This is an optimization exercise on Yosys and OpenROAD, whose aim is small area, a short achievable clock period and few clock cycles, not a production implementation. At most, simulation tests tie the RTL to the original design; equivalence was not proved.

## the previous run
==> flow/design.v <==
module divider (
    input div_clk, reset,
    input div,
    input div_signed,
    input [31:0] x, y,
    input use_mod,
    output [31:0] div_result,
    output div_ok
);
    localparam IDLE = 2'd0, NORM = 2'd1, ITER = 2'd2, DONE = 2'd3;
    reg  [1:0]  state;
    reg         done;
    reg  [32:0] V;       
    reg  [32:0] D;       
    reg  [31:0] A;       
    reg         xneg, qneg, mod, sub;
    assign div_ok     = done;
    assign div_result = A;
    wire        sx = div_signed & x[31];
    wire        sy = div_signed & y[31];
    wire [31:0] xu = sx ? {~x[30:0], 1'b1} : x;
    wire [31:0] yu = sy ? {~y[31:1], 1'b1} : y;      
    wire [5:0]  xz_in, yz_in;
    wire        xall0, yall0;
    lzc32 lzx (.a(xu), .z(xz_in), .all0(xall0));
    lzc32 lzy (.a(yu), .z(yz_in), .all0(yall0));
    reg  [5:0]  ncx, cy;   
    wire [6:0]  dd = {1'b0, cy} + {1'b1, ncx} + 7'd1;   
    wire        trivial = dd[6] | cy[5];      
    wire [32:0] s1  = dd[0] ? {D[31:0],   sub}        : D;
    wire [32:0] s2  = dd[1] ? {s1[30:0],  {2{sub}}}   : s1;
    wire [32:0] s3  = dd[2] ? {s2[28:0],  {4{sub}}}   : s2;
    wire [32:0] s4  = dd[3] ? {s3[24:0],  {8{sub}}}   : s3;
    wire [32:0] Dsh = dd[4] ? {s4[16:0],  {16{sub}}}  : s4;
    wire        fast;
    msb_less lt (.a(xu), .b(yu), .lt(fast));
    wire [33:0] Tc = {V, 1'b1} + {D, sub};
    wire [32:0] T = Tc[33:1];
    wire [32:0] zs = (V ^ D) ^ {(V[31:0] | D[31:0]), 1'b0};
    wire        Z  = sub ? (V == ~D) : ~|zs;
    wire        acc = xneg ? (T[32] | Z) : ~T[32];
    always @(posedge div_clk) begin
        if (reset) begin
            state <= IDLE;
            done  <= 1'b0;
        end else begin
            case (state)
                IDLE: if (div) begin
                          if (fast) begin
                              state <= DONE;
                              done  <= 1'b1;
                          end else
                              state <= NORM;
                      end
                NORM: if (trivial) begin
                          state <= DONE;
                          done  <= 1'b1;
                      end else
                          state <= ITER;
                ITER: if (cy[4:0] == 5'd0) begin
                          state <= DONE;
                          done  <= 1'b1;
                      end
                DONE: begin
                          state <= IDLE;
                          done  <= 1'b0;
                      end
            endcase
        end
    end
    always @(posedge div_clk) begin
        xneg <= div_signed & x[31];
        sub  <= ~(div_signed & (x[31] ^ y[31]));
        mod  <= use_mod;
        ncx  <= ~xz_in;
        case (state)
            IDLE: begin
                V    <= {div_signed & x[31], x};
                D    <= {div_signed & y[31], y} ^ {33{~(div_signed & (x[31] ^ y[31]))}};
                qneg <= div_signed & (x[31] ^ y[31]);
                cy   <= yz_in;
                A    <= use_mod ? x : 32'd0;
            end
            NORM: begin
                if (qneg & acc) V <= T;
                qneg <= qneg & acc;
                if (mod) begin
                    if (qneg & acc) A <= T[31:0];
                end else
                    A <= {32{qneg & acc}};
                D   <= Dsh;
                cy  <= {1'b0, dd[4:0]};
            end
            default: begin
                if (acc) V <= T;
                if (mod) begin
                    if (acc) A <= T[31:0];
                end else
                    A <= {A[30:0], acc ^ qneg};
                D   <= {D[32], D[32:1]};
                cy  <= cy - 6'd1;
            end
        endcase
    end
endmodule
module lzc32 (
    input  [31:0] a,
    output [5:0]  z,
    output        all0
);
    wire [15:0] v1; wire [15:0] c1;           
    wire [7:0]  v2; wire [15:0] c2;           
    wire [3:0]  v3; wire [11:0] c3;           
    wire [1:0]  v4; wire [7:0]  c4;           
    genvar i;
    generate
        for (i = 0; i < 16; i = i + 1) begin : g1
            assign v1[i] = a[2*i+1] | a[2*i];
            assign c1[i] = ~a[2*i+1];
        end
        for (i = 0; i < 8; i = i + 1) begin : g2
            assign v2[i] = v1[2*i+1] | v1[2*i];
            assign c2[2*i+1:2*i] = v1[2*i+1] ? {1'b0, c1[2*i+1]} : {1'b1, c1[2*i]};
        end
        for (i = 0; i < 4; i = i + 1) begin : g3
            assign v3[i] = v2[2*i+1] | v2[2*i];
            assign c3[3*i+2:3*i] = v2[2*i+1] ? {1'b0, c2[4*i+3:4*i+2]} : {1'b1, c2[4*i+1:4*i]};
        end
        for (i = 0; i < 2; i = i + 1) begin : g4
            assign v4[i] = v3[2*i+1] | v3[2*i];
            assign c4[4*i+3:4*i] = v3[2*i+1] ? {1'b0, c3[6*i+5:6*i+3]} : {1'b1, c3[6*i+2:6*i]};
        end
    endgenerate
    assign all0 = ~(v4[1] | v4[0]);
    assign z = all0 ? 6'd32 : (v4[1] ? {2'b00, c4[7:4]} : {2'b01, c4[3:0]});
endmodule
module msb_less (
    input  [31:0] a, b,
    output        lt
);
    wire [15:0] a1, b1, l1;
    wire [7:0]  a2, b2, l2;
    wire [3:0]  a3, b3, l3;
    wire [1:0]  a4, b4, l4;
    genvar i;
    generate
        for (i = 0; i < 16; i = i + 1) begin : g1
            assign a1[i] = a[2*i+1] | a[2*i];
            assign b1[i] = b[2*i+1] | b[2*i];
            assign l1[i] = (a[2*i+1] | b[2*i+1]) ? ~a[2*i+1] : (b[2*i] & ~a[2*i]);
        end
        for (i = 0; i < 8; i = i + 1) begin : g2
            assign a2[i] = a1[2*i+1] | a1[2*i];
            assign b2[i] = b1[2*i+1] | b1[2*i];
            assign l2[i] = (a1[2*i+1] | b1[2*i+1]) ? l1[2*i+1] : l1[2*i];
        end
        for (i = 0; i < 4; i = i + 1) begin : g3
            assign a3[i] = a2[2*i+1] | a2[2*i];
            assign b3[i] = b2[2*i+1] | b2[2*i];
            assign l3[i] = (a2[2*i+1] | b2[2*i+1]) ? l2[2*i+1] : l2[2*i];
        end
        for (i = 0; i < 2; i = i + 1) begin : g4
            assign a4[i] = a3[2*i+1] | a3[2*i];
            assign b4[i] = b3[2*i+1] | b3[2*i];
            assign l4[i] = (a3[2*i+1] | b3[2*i+1]) ? l3[2*i+1] : l3[2*i];
        end
    endgenerate
    assign lt = (a4[1] | b4[1]) ? l4[1] : l4[0];
endmodule
Settings: LEC_CHECK=0, ABC_AREA=1, CAP_MARGIN=20, CORE_MARGIN=2, CORE_UTILIZATION=40, SETUP_SLACK_MARGIN=4.5, SLEW_MARGIN=20; clock period 8.0 ns.
standard.sh (not shown) runs the stock make flow with config.mk's settings and CLKGATE_MAP_FILE= SYNTH_SCRIPT=/design/flow/synth_recipe.tcl, a recipe that flattens the netlist after the stock synthesis.
==> flow/flow/run.sh <==
#!/bin/bash
# The standard layout, with the ports buffered by buf_4 cells instead of
# the delay cells buffer_ports picks by default. Each step's output goes to a
# log of its own.
set -euo pipefail
bash standard.sh synth > synth.log 2>&1
bash standard.sh 'BUFFER_PORTS_ARGS=-buffer_cell sky130_fd_sc_hd__buf_4' finish > layout.log 2>&1
The previous run reached the final stage; the timing, design-rule and antenna checks on its layout passed.
Modified inputs, the current run compared to the previous run
--- a/flow/design.v
+++ b/flow/design.v
@@ -14,9 +14,9 @@
     reg  [32:0] D;       
     reg  [31:0] A;       
     reg         xneg, qneg, mod, sub;
     assign div_ok     = done;
-    assign div_result = A;
+    assign div_result = mod ? V[31:0] : A;
     wire        sx = div_signed & x[31];
     wire        sy = div_signed & y[31];
     wire [31:0] xu = sx ? {~x[30:0], 1'b1} : x;
     wire [31:0] yu = sy ? {~y[31:1], 1'b1} : y;      
@@ -68,39 +68,34 @@
             endcase
         end
     end
     always @(posedge div_clk) begin
-        xneg <= div_signed & x[31];
-        sub  <= ~(div_signed & (x[31] ^ y[31]));
-        mod  <= use_mod;
-        ncx  <= ~xz_in;
         case (state)
             IDLE: begin
                 V    <= {div_signed & x[31], x};
                 D    <= {div_signed & y[31], y} ^ {33{~(div_signed & (x[31] ^ y[31]))}};
+                xneg <= div_signed & x[31];
                 qneg <= div_signed & (x[31] ^ y[31]);
+                sub  <= ~(div_signed & (x[31] ^ y[31]));
+                mod  <= use_mod;
+                ncx  <= ~xz_in;
                 cy   <= yz_in;
-                A    <= use_mod ? x : 32'd0;
+                A    <= 32'd0;
             end
             NORM: begin
                 if (qneg & acc) V <= T;
                 qneg <= qneg & acc;
-                if (mod) begin
-                    if (qneg & acc) A <= T[31:0];
-                end else
-                    A <= {32{qneg & acc}};
+                A    <= {32{qneg & acc}};
                 D   <= Dsh;
                 cy  <= {1'b0, dd[4:0]};
             end
-            default: begin
+            ITER: begin
                 if (acc) V <= T;
-                if (mod) begin
-                    if (acc) A <= T[31:0];
-                end else
-                    A <= {A[30:0], acc ^ qneg};
-                D   <= {D[32], D[32:1]};
+                D <= {D[32], D[32:1]};
+                A <= {A[30:0], acc ^ qneg};
                 cy  <= cy - 6'd1;
             end
+            default: ;
         endcase
     end
 endmodule
 module lzc32 (
Results
Core utilization in the current run is 1.5 points lower than in the previous run. Summary of the comparison: pin count of the biggest net entering global routing is higher in the current run, relative to the previous run. Taking the previous run as the reference, in the current run detailed-route wire length per cell dropped 2.1%, global-route usage dropped 0.75 points. Comparing the current run and the previous run, the lower via count was measured on the current run. Number of gates resized after cts down 6 in the current run wrt the previous run. Worst-case setup margin in the final layout in the current run vs the previous run: down 79 ps. Area of all placed cells without fillers in the current run is 0.58% below the previous run.
Testbench counts of the current run, summed over its fixed seeds: cycles 30,551.
No functional check of the RTL was part of the previous run.

-- separate check: timing with driven ports --
The flow's constraints put no driver on any port. The routed layouts listed below were extracted and timed again, unchanged, in two steps. Step 1 assumes that a clkbuf_16 drives the clock port and a buf_2 every other input. Step 2 adds t to the input delays and takes it off the output delays; t is the mean of the earliest and latest rising clock arrival at the registers after step 1. Input paths then give back, and output paths get back, about the clock's delay inside the block. a / b / c = no drivers / after step 1 / after step 2; a / b = the first two.
run	t (ns)	slack for setup (ns)	slew at the worst register clock pin (ns)
the previous run	0.491	4.669 / 4.669 / 4.237	0.08 / 0.08
the current run	0.482	4.590 / 4.591 / 4.109	0.07 / 0.07
After both steps every run listed still meets setup and hold. For the current run, which loses most, drivers alone change the setup slack by +0.001 ns; drivers and shift together by -0.481 ns.
